This design comes from an exercise in tuning for small area, a short achievable clock period and few clock cycles on the open sky130 flow, not from production work.
Function was checked by simulation only, so behaviour that the tests miss may differ from the original.
Power figures rest on the tool's default switching activity, not on a simulated workload.

== run a ==
## beta
module beta(    input logic clk, reset,
                input logic [31:0] id, memReadData,
                output logic [31:0] ia, memAddr, memWriteData,
                output logic MemRead, MemWrite);
Size in the first run: ~1300 flip-flops, roughly 160 I/O pins, ~62000 um2 of cells after synthesis.
==> module shift, before the edit <==
module shift(input  logic [31:0] A,
             input  logic [4:0]  shamt,
             input  logic        arith,
             output logic [31:0] shl, shr);
logic signed [32:0] ax;
logic [32:0]        r;
assign ax  = {arith & A[31], A};
assign r   = ax >>> shamt;
assign shl = A << shamt;
assign shr = r[31:0];
endmodule
==> module alu, before the edit <==
module alu(input  logic [31:0] A, B,
           input  logic [4:0]  shamt,
           input  logic        cin, sAdd, sSlt, sAnd, sOr, sXor, sNor,
           input  logic        sSll, sSrl, sSra,
           output logic [31:0] sum,
           output logic        slt,
           output logic [31:0] Yo, Y);
logic [31:0] shl, shr;
arith xarith(cin, A, B, sum, slt);
shift xshift(A, shamt, sSra, shl, shr);
always_comb begin
	Yo = ({32{sAnd}} & (A & B))
	   | ({32{sOr}}  & (A | B))
	   | ({32{sXor}} & (A ^ B))
	   | ({32{sNor}} & ~(A | B))
	   | ({32{sSll}} & shl)
	   | ({32{sSrl | sSra}} & shr);
	Y = ({32{sAdd}} & sum) | {31'b0, sSlt & slt} | Yo;
end
endmodule
==> module beta, before the edit <==
module beta(    input logic clk, reset,
                input logic [31:0] id, memReadData,
                output logic [31:0] ia, memAddr, memWriteData,
                output logic MemRead, MemWrite);
logic        stall, rst;
always_ff @(posedge clk or posedge reset) begin
	if (reset) rst <= 1'b1;
	else       rst <= 1'b0;
end
logic [31:0] IR;
logic        vD;
pc pc_module(clk, rst, stall, ia);
always_ff @(posedge clk) begin
	if (rst)         vD <= 1'b0;
	else if (!stall) vD <= 1'b1;
end
always_ff @(posedge clk) begin
	if (!stall) IR <= id;
end
logic        valid, usesRt, immI, zext, load, store;
logic        sub, sAdd, sSlt, sAnd, sOr, sXor, sNor, sSll, sSrl, sSra;
logic [4:0]  dst, rs, rt;
logic [31:0] rfa, rfb, fa, fb, faE, fbE, bop, immval, mval, Y, res;
logic        selSa, selTa, selYa, selMa, selOa, selSb, selTb, selYb, selMb, selOb;
logic        np, nn, slt;
logic [31:0] sum, Yo;
logic [4:0]  dE, dM;
logic        ldE, stE, ldM;
logic        hitEa, hitMa, hitEb, hitMb;
ctl ctl_module(IR, valid, usesRt, immI, zext, dst, load, store,
               sub, sAdd, sSlt, sAnd, sOr, sXor, sNor, sSll, sSrl, sSra);
assign rs = IR[25:21];
assign rt = IR[20:16];
regfile regfile_module(clk, rs, rt, rfa, rfb, dM, mval);
logic [4:0] nrs, nrt, dstD;
assign nrs  = stall ? IR[25:21] : id[25:21];
assign nrt  = stall ? IR[20:16] : id[20:16];
assign dstD = vD ? dst : 5'b0;
always_ff @(posedge clk) begin
	if (rst) begin
		hitEa <= 1'b0;
		hitEb <= 1'b0;
		hitMa <= 1'b0;
		hitMb <= 1'b0;
	end else begin
		hitEa <= ~stall & (dstD != 5'b0) & (dstD == id[25:21]);
		hitEb <= ~stall & (dstD != 5'b0) & (dstD == id[20:16]);
		hitMa <= (dE != 5'b0) & (dE == nrs);
		hitMb <= (dE != 5'b0) & (dE == nrt);
	end
end
assign mval = ldM ? memReadData : res;
always_comb begin
	faE = hitMa ? res : rfa;
	fbE = hitMb ? res : rfb;
end
assign selSa = hitEa & sAddE;
assign selTa = hitEa & sSltE;
assign selYa = hitEa & ~sAddE & ~sSltE;
assign selMa = ~hitEa & hitMa & ldM;
assign selOa = ~hitEa & ~(hitMa & ldM);
assign selSb = hitEb & sAddE;
assign selTb = hitEb & sSltE;
assign selYb = hitEb & ~sAddE & ~sSltE;
assign selMb = ~hitEb & hitMb & ldM;
assign selOb = ~hitEb & ~(hitMb & ldM);
assign np = ~immI & ~sub;
assign nn = ~immI & sub;
fwd fwda(selSa, selTa, selYa, selMa, selOa, sum, slt, Yo, memReadData, faE, fa);
fwd fwdb(selSb, selTb, selYb, selMb, selOb, sum, slt, Yo, memReadData, fbE, fb);
fwdx fwdo(selSb & np, selSb & nn, selTb & np, selTb & nn, selYb & np, selYb & nn,
          selMb & np, selMb & nn, selOb | immI,
          sum, slt, Yo, memReadData, immI ? immval : (fbE ^ {32{sub}}), bop);
assign immval = {zext ? 16'b0 : {16{IR[15]}}, IR[15:0]};
assign stall = vD & valid & ldE & (hitEa | (usesRt & hitEb));
logic [31:0] A, Bop, Bv;
logic [4:0]  shE;
logic        subE, sAddE, sSltE, sAndE, sOrE, sXorE, sNorE, sSllE, sSrlE, sSraE;
always_ff @(posedge clk) begin
	A     <= fa;
	Bop   <= bop;
	Bv    <= fb;
	shE   <= IR[10:6];
	subE  <= sub;
	sAddE <= sAdd;
	sSltE <= sSlt;
	sAndE <= sAnd;
	sOrE  <= sOr;
	sXorE <= sXor;
	sNorE <= sNor;
	sSllE <= sSll;
	sSrlE <= sSrl;
	sSraE <= sSra;
end
always_ff @(posedge clk) begin
	if (rst) begin
		dE  <= 5'b0;
		ldE <= 1'b0;
		stE <= 1'b0;
	end else begin
		dE  <= (vD & !stall) ? dst : 5'b0;
		ldE <= vD & !stall & load;
		stE <= vD & !stall & store;
	end
end
alu alu_module(A, Bop, shE, subE, sAddE, sSltE, sAndE, sOrE, sXorE, sNorE,
               sSllE, sSrlE, sSraE, sum, slt, Yo, Y);
always_ff @(posedge clk) begin
	res          <= Y;
	memAddr      <= sum;
	memWriteData <= Bv;
end
always_ff @(posedge clk) begin
	if (rst) begin
		dM  <= 5'b0;
		ldM <= 1'b0;
	end else begin
		dM  <= dE;
		ldM <= ldE;
	end
end
always_ff @(posedge clk or posedge reset) begin
	if (reset) begin
		MemRead  <= 1'b0;
		MemWrite <= 1'b0;
	end else begin
		MemRead  <= ldE;
		MemWrite <= stE;
	end
end
endmodule
Settings: LEC_CHECK=0, CAP_MARGIN=20, CORE_MARGIN=2, CORE_UTILIZATION=55, CTS_CLUSTER_DIAMETER=100, CTS_CLUSTER_SIZE=20, SLEW_MARGIN=20, SYNTH_HIERARCHICAL=1, TNS_END_PERCENT=10; clock period 12.0 ns.
standard.sh (not shown) runs the stock make flow with config.mk's settings and CLKGATE_MAP_FILE= SYNTH_SCRIPT=/design/flow/synth_recipe.tcl, a recipe that flattens the netlist after the stock synthesis.
==> flow/flow/run.sh <==
#!/bin/bash
set -euo pipefail
MARGIN=$(cat flow/margin.txt)
bash standard.sh SETUP_SLACK_MARGIN=$MARGIN \
  "BUFFER_PORTS_ARGS=-buffer_cell sky130_fd_sc_hd__buf_4" \
  finish > flow_make.log 2>&1
==> flow/flow/margin.txt <==
8.6
Run a: full flow OK, the timing, DRC and antenna checks passed
Testbench counts of run a, summed over its fixed seeds: cycles 13,274.
--- input diff run a..run b ---
-- flow/design.v --
<<< run a, line 19
assign ax  = {arith & A[31], A};
assign r   = ax >>> shamt;
assign shl = A << shamt;
assign shr = r[31:0];
endmodule
module alu(input  logic [31:0] A, B,
           input  logic [4:0]  shamt,
           input  logic        cin, sAdd, sSlt, sAnd, sOr, sXor, sNor,
>>> run b, line 19
assign ax  = {arith & A[31], A};
assign r   = ax >>> shamt;
assign shr = r[31:0];
always_comb
	for (int i = 0; i < 32; i++) shl[i] = shr[31-i];
endmodule
module alu(input  logic [31:0] A, B, As,
           input  logic [4:0]  shamt,
           input  logic        cin, sAdd, sSlt, sAnd, sOr, sXor, sNor,
<<< run a, line 31
logic [31:0] shl, shr;
arith xarith(cin, A, B, sum, slt);
shift xshift(A, shamt, sSra, shl, shr);
always_comb begin
	Yo = ({32{sAnd}} & (A & B))
>>> run b, line 32
logic [31:0] shl, shr;
arith xarith(cin, A, B, sum, slt);
shift xshift(As, shamt, sSra, shl, shr);
always_comb begin
	Yo = ({32{sAnd}} & (A & B))
<<< run a, line 214
assign immval = {zext ? 16'b0 : {16{IR[15]}}, IR[15:0]};
assign stall = vD & valid & ldE & (hitEa | (usesRt & hitEb));
logic [31:0] A, Bop, Bv;
logic [4:0]  shE;
logic        subE, sAddE, sSltE, sAndE, sOrE, sXorE, sNorE, sSllE, sSrlE, sSraE;
always_ff @(posedge clk) begin
	A     <= fa;
	Bop   <= bop;
	Bv    <= fb;
>>> run b, line 215
assign immval = {zext ? 16'b0 : {16{IR[15]}}, IR[15:0]};
assign stall = vD & valid & ldE & (hitEa | (usesRt & hitEb));
logic [31:0] A, As, Bop, Bv;
logic [31:0] farev;
logic [4:0]  shE;
logic        subE, sAddE, sSltE, sAndE, sOrE, sXorE, sNorE, sSllE, sSrlE, sSraE;
always_comb
	for (int i = 0; i < 32; i++) farev[i] = fa[31-i];
always_ff @(posedge clk) begin
	A     <= fa;
	As    <= sSll ? farev : fa;
	Bop   <= bop;
	Bv    <= fb;
<<< run a, line 244
	end
end
alu alu_module(A, Bop, shE, subE, sAddE, sSltE, sAndE, sOrE, sXorE, sNorE,
               sSllE, sSrlE, sSraE, sum, slt, Yo, Y);
always_ff @(posedge clk) begin
>>> run b, line 249
	end
end
alu alu_module(A, Bop, As, shE, subE, sAddE, sSltE, sAndE, sOrE, sXorE, sNorE,
               sSllE, sSrlE, sSraE, sum, slt, Yo, Y);
always_ff @(posedge clk) begin
- Every run in the comparison, run b and run a, completed the flow with a clean layout.
- Run b vs run a: flip-flop and latch count up by a few percent
- As far as final area is concerned, run b and run a perform about the same.
- When the final numbers for run b and run a were put side by side, the die extent in y turned out to be greater in run a.
- Combined area of the multi-input logic cells sits lower in run b than in run a.
- memAddr[26] as the launch point of the worst path was reported by run b, and memAddr[25] by run a.
- Taking run a as the reference point, the count of clock buffers in the final design of run b rises by about 13%.
Testbench counts of run b, summed over its fixed seeds: cycles 13,274.

Another version of the RTL of beta (not shown whole).
Size in the first run: roughly 160 I/O pins.
==> module beta, before the edit <==
module beta(    input logic clk, reset,
                input logic [31:0] id, memReadData,
                output logic [31:0] ia, memAddr, memWriteData,
                output logic MemRead, MemWrite);
logic        stall, rst;
always_ff @(posedge clk or posedge reset) begin
	if (reset) rst <= 1'b1;
	else       rst <= 1'b0;
end
logic [31:0] IR;
logic        vD;
pc pc_module(clk, rst, stall, ia);
always_ff @(posedge clk) begin
	if (rst)         vD <= 1'b0;
	else if (!stall) vD <= 1'b1;
end
always_ff @(posedge clk) begin
	if (!stall) IR <= id;
end
logic        valid, usesRt, immI, zext, load, store;
logic        sub, sAdd, sSlt, sAnd, sOr, sXor, sNor, sSll, sSrl, sSra;
logic [4:0]  dst, rs, rt;
logic [31:0] rfa, rfb, fa, fb, faE, fbE, bop, immval, mval, Y;
logic        selSa, selTa, selYa, selMa, selOa, selSb, selTb, selYb, selMb, selOb;
logic        np, nn, slt;
logic [31:0] sum, Yo;
logic [4:0]  dE, dM;
logic        ldE, stE, ldM;
logic        hitEa, hitMa, hitEb, hitMb;
ctl ctl_module(IR, valid, usesRt, immI, zext, dst, load, store,
               sub, sAdd, sSlt, sAnd, sOr, sXor, sNor, sSll, sSrl, sSra);
assign rs = IR[25:21];
assign rt = IR[20:16];
regfile regfile_module(clk, rs, rt, rfa, rfb, dM, mval);
assign hitEa = (dE == rs) & (rs != 5'b0);
assign hitMa = (dM == rs) & (rs != 5'b0);
assign hitEb = (dE == rt) & (rt != 5'b0);
assign hitMb = (dM == rt) & (rt != 5'b0);
assign mval = ldM ? memReadData : memAddr;
always_comb begin
	faE = hitMa ? memAddr : rfa;
	fbE = hitMb ? memAddr : rfb;
end
assign selSa = hitEa & sAddE;
assign selTa = hitEa & sSltE;
assign selYa = hitEa & ~sAddE & ~sSltE;
assign selMa = ~hitEa & hitMa & ldM;
assign selOa = ~hitEa & ~(hitMa & ldM);
assign selSb = hitEb & sAddE;
assign selTb = hitEb & sSltE;
assign selYb = hitEb & ~sAddE & ~sSltE;
assign selMb = ~hitEb & hitMb & ldM;
assign selOb = ~hitEb & ~(hitMb & ldM);
assign np = ~immI & ~sub;
assign nn = ~immI & sub;
fwd fwda(selSa, selTa, selYa, selMa, selOa, sum, slt, Yo, memReadData, faE, fa);
fwd fwdb(selSb, selTb, selYb, selMb, selOb, sum, slt, Yo, memReadData, fbE, fb);
fwdx fwdo(selSb & np, selSb & nn, selTb & np, selTb & nn, selYb & np, selYb & nn,
          selMb & np, selMb & nn, selOb | immI,
          sum, slt, Yo, memReadData, immI ? immval : (fbE ^ {32{sub}}), bop);
assign immval = {zext ? 16'b0 : {16{IR[15]}}, IR[15:0]};
assign stall = vD & valid & ldE & ((dE == rs) | (usesRt & (dE == rt))) & (dE != 5'b0);
logic [31:0] A, Bop, Bv;
logic [4:0]  shE;
logic        subE, sAddE, sSltE, sAndE, sOrE, sXorE, sNorE, sSllE, sSrlE, sSraE;
always_ff @(posedge clk) begin
	A     <= fa;
	Bop   <= bop;
	Bv    <= fb;
	shE   <= IR[10:6];
	subE  <= sub;
	sAddE <= sAdd;
	sSltE <= sSlt;
	sAndE <= sAnd;
	sOrE  <= sOr;
	sXorE <= sXor;
	sNorE <= sNor;
	sSllE <= sSll;
	sSrlE <= sSrl;
	sSraE <= sSra;
end
always_ff @(posedge clk) begin
	if (rst) begin
		dE  <= 5'b0;
		ldE <= 1'b0;
		stE <= 1'b0;
	end else begin
		dE  <= (vD & !stall) ? dst : 5'b0;
		ldE <= vD & !stall & load;
		stE <= vD & !stall & store;
	end
end
alu alu_module(A, Bop, shE, subE, sAddE, sSltE, sAndE, sOrE, sXorE, sNorE,
               sSllE, sSrlE, sSraE, sum, slt, Yo, Y);
always_ff @(posedge clk) begin
	memAddr      <= Y;
	memWriteData <= Bv;
end
always_ff @(posedge clk) begin
	if (rst) begin
		dM  <= 5'b0;
		ldM <= 1'b0;
	end else begin
		dM  <= dE;
		ldM <= ldE;
	end
end
always_ff @(posedge clk or posedge reset) begin
	if (reset) begin
		MemRead  <= 1'b0;
		MemWrite <= 1'b0;
	end else begin
		MemRead  <= ldE;
		MemWrite <= stE;
	end
end
endmodule
==> flow/config.mk <==
export PLATFORM = sky130hd
export DESIGN_NAME = beta
export DESIGN_NICKNAME = beta
export VERILOG_FILES = /design/flow/design.v
export SDC_FILE = /design/flow/constraint.sdc
export NUM_CORES = 4
export LEC_CHECK = 0
export CAP_MARGIN = 20
export CORE_MARGIN = 2
export CORE_UTILIZATION = 55
export CTS_CLUSTER_DIAMETER = 100
export CTS_CLUSTER_SIZE = 22
export SLEW_MARGIN = 20
export SYNTH_HIERARCHICAL = 1
export TNS_END_PERCENT = 10
==> flow/constraint.sdc <==
create_clock -name core_clock -period 12.0 [get_ports {clk}]
set_input_delay 2.4000 -clock core_clock [delete_from_list [all_inputs] [get_ports {clk}]]
set_output_delay 2.4000 -clock core_clock [all_outputs]
set_load 0.01 [all_outputs]
==> flow/flow/run.sh <==
#!/bin/bash
set -euo pipefail
MARGIN=$(cat flow/margin.txt)
bash standard.sh SETUP_SLACK_MARGIN=$MARGIN \
  "BUFFER_PORTS_ARGS=-buffer_cell sky130_fd_sc_hd__buf_2" \
  finish > flow_make.log 2>&1
==> flow/flow/margin.txt <==
8.35
Testbench counts at the start, summed over its fixed seeds: cycles 13,274.
Edit:
--- a/flow/design.v
+++ b/flow/design.v
@@ -159,32 +159,45 @@
 always_ff @(posedge clk) begin
 	if (!stall) IR <= id;
 end
 logic        valid, usesRt, immI, zext, load, store;
 logic        sub, sAdd, sSlt, sAnd, sOr, sXor, sNor, sSll, sSrl, sSra;
 logic [4:0]  dst, rs, rt;
-logic [31:0] rfa, rfb, fa, fb, faE, fbE, bop, immval, mval, Y;
+logic [31:0] rfa, rfb, fa, fb, faE, fbE, bop, immval, mval, Y, res;
 logic        selSa, selTa, selYa, selMa, selOa, selSb, selTb, selYb, selMb, selOb;
 logic        np, nn, slt;
 logic [31:0] sum, Yo;
 logic [4:0]  dE, dM;
 logic        ldE, stE, ldM;
 logic        hitEa, hitMa, hitEb, hitMb;
 ctl ctl_module(IR, valid, usesRt, immI, zext, dst, load, store,
                sub, sAdd, sSlt, sAnd, sOr, sXor, sNor, sSll, sSrl, sSra);
 assign rs = IR[25:21];
 assign rt = IR[20:16];
 regfile regfile_module(clk, rs, rt, rfa, rfb, dM, mval);
-assign hitEa = (dE == rs) & (rs != 5'b0);
-assign hitMa = (dM == rs) & (rs != 5'b0);
-assign hitEb = (dE == rt) & (rt != 5'b0);
-assign hitMb = (dM == rt) & (rt != 5'b0);
-assign mval = ldM ? memReadData : memAddr;
-always_comb begin
-	faE = hitMa ? memAddr : rfa;
-	fbE = hitMb ? memAddr : rfb;
+logic [4:0] nrs, nrt, dstD;
+assign nrs  = stall ? IR[25:21] : id[25:21];
+assign nrt  = stall ? IR[20:16] : id[20:16];
+assign dstD = vD ? dst : 5'b0;
+always_ff @(posedge clk) begin
+	if (rst) begin
+		hitEa <= 1'b0;
+		hitEb <= 1'b0;
+		hitMa <= 1'b0;
+		hitMb <= 1'b0;
+	end else begin
+		hitEa <= ~stall & (dstD != 5'b0) & (dstD == id[25:21]);
+		hitEb <= ~stall & (dstD != 5'b0) & (dstD == id[20:16]);
+		hitMa <= (dE != 5'b0) & (dE == nrs);
+		hitMb <= (dE != 5'b0) & (dE == nrt);
+	end
+end
+assign mval = ldM ? memReadData : res;
+always_comb begin
+	faE = hitMa ? res : rfa;
+	fbE = hitMb ? res : rfb;
 end
 assign selSa = hitEa & sAddE;
 assign selTa = hitEa & sSltE;
 assign selYa = hitEa & ~sAddE & ~sSltE;
 assign selMa = ~hitEa & hitMa & ldM;
 assign selOa = ~hitEa & ~(hitMa & ldM);
@@ -198,13 +211,13 @@
 fwd fwda(selSa, selTa, selYa, selMa, selOa, sum, slt, Yo, memReadData, faE, fa);
 fwd fwdb(selSb, selTb, selYb, selMb, selOb, sum, slt, Yo, memReadData, fbE, fb);
 fwdx fwdo(selSb & np, selSb & nn, selTb & np, selTb & nn, selYb & np, selYb & nn,
           selMb & np, selMb & nn, selOb | immI,
           sum, slt, Yo, memReadData, immI ? immval : (fbE ^ {32{sub}}), bop);
 assign immval = {zext ? 16'b0 : {16{IR[15]}}, IR[15:0]};
-assign stall = vD & valid & ldE & ((dE == rs) | (usesRt & (dE == rt))) & (dE != 5'b0);
+assign stall = vD & valid & ldE & (hitEa | (usesRt & hitEb));
 logic [31:0] A, Bop, Bv;
 logic [4:0]  shE;
 logic        subE, sAddE, sSltE, sAndE, sOrE, sXorE, sNorE, sSllE, sSrlE, sSraE;
 always_ff @(posedge clk) begin
 	A     <= fa;
 	Bop   <= bop;
@@ -232,13 +245,14 @@
 		stE <= vD & !stall & store;
 	end
 end
 alu alu_module(A, Bop, shE, subE, sAddE, sSltE, sAndE, sOrE, sXorE, sNorE,
                sSllE, sSrlE, sSraE, sum, slt, Yo, Y);
 always_ff @(posedge clk) begin
-	memAddr      <= Y;
+	res          <= Y;
+	memAddr      <= sum;
 	memWriteData <= Bv;
 end
 always_ff @(posedge clk) begin
 	if (rst) begin
 		dM  <= 5'b0;
 		ldM <= 1'b0;
Effect:
- via count decreases by 2.7%
- count of clock-buffer cells in the layout goes up by 2
- synthesized area rises by 0.76%
- combinational power fell by about 3%
- die area came out higher by 0.75%
- clock skew stays flat
- final area drops by 0.36%
- global-route usage fell by 1.1 points
- power went up by 2.5%
- setup slack is better by 0.11 ns
- wire length falls by 3.0%
Testbench counts after the change, summed over its fixed seeds: cycles 13,274.

## static timing again, ports no longer ideal
Ports are ideal in the flow. The routed layouts listed here were re-timed in OpenROAD.
Step 1 (the two cells are an assumption about what drives the block):
set clk [get_ports {clk}]
set_driving_cell -lib_cell sky130_fd_sc_hd__clkbuf_16 $clk
set_driving_cell -lib_cell sky130_fd_sc_hd__buf_2 [delete_from_list [all_inputs] $clk]
Step 2, shift: input delay + t, output delay - t, t = (earliest + latest rising clock arrival at the registers) / 2. This alone moves slack from input paths to output paths.
a / b / c = no drivers / after step 1 / after step 2; a / b = the first two.
run	shift t [ns]	setup slack, ns	worst data-port slew with drivers (ns)
run a	0.756	8.381 / 8.309 / 8.363	0.11
run b	0.782	8.376 / 8.293 / 8.381	0.10
the first run of note 2	0.759	8.123 / 8.123 / 7.963	0.08
the second run of note 2	0.769	8.230 / 8.230 / 8.030	0.13
After both steps setup and hold are still met in every run listed. The setup slack of the second run of note 2, which loses most, moves by 0.000 ns with the drivers and by -0.200 ns with both steps.
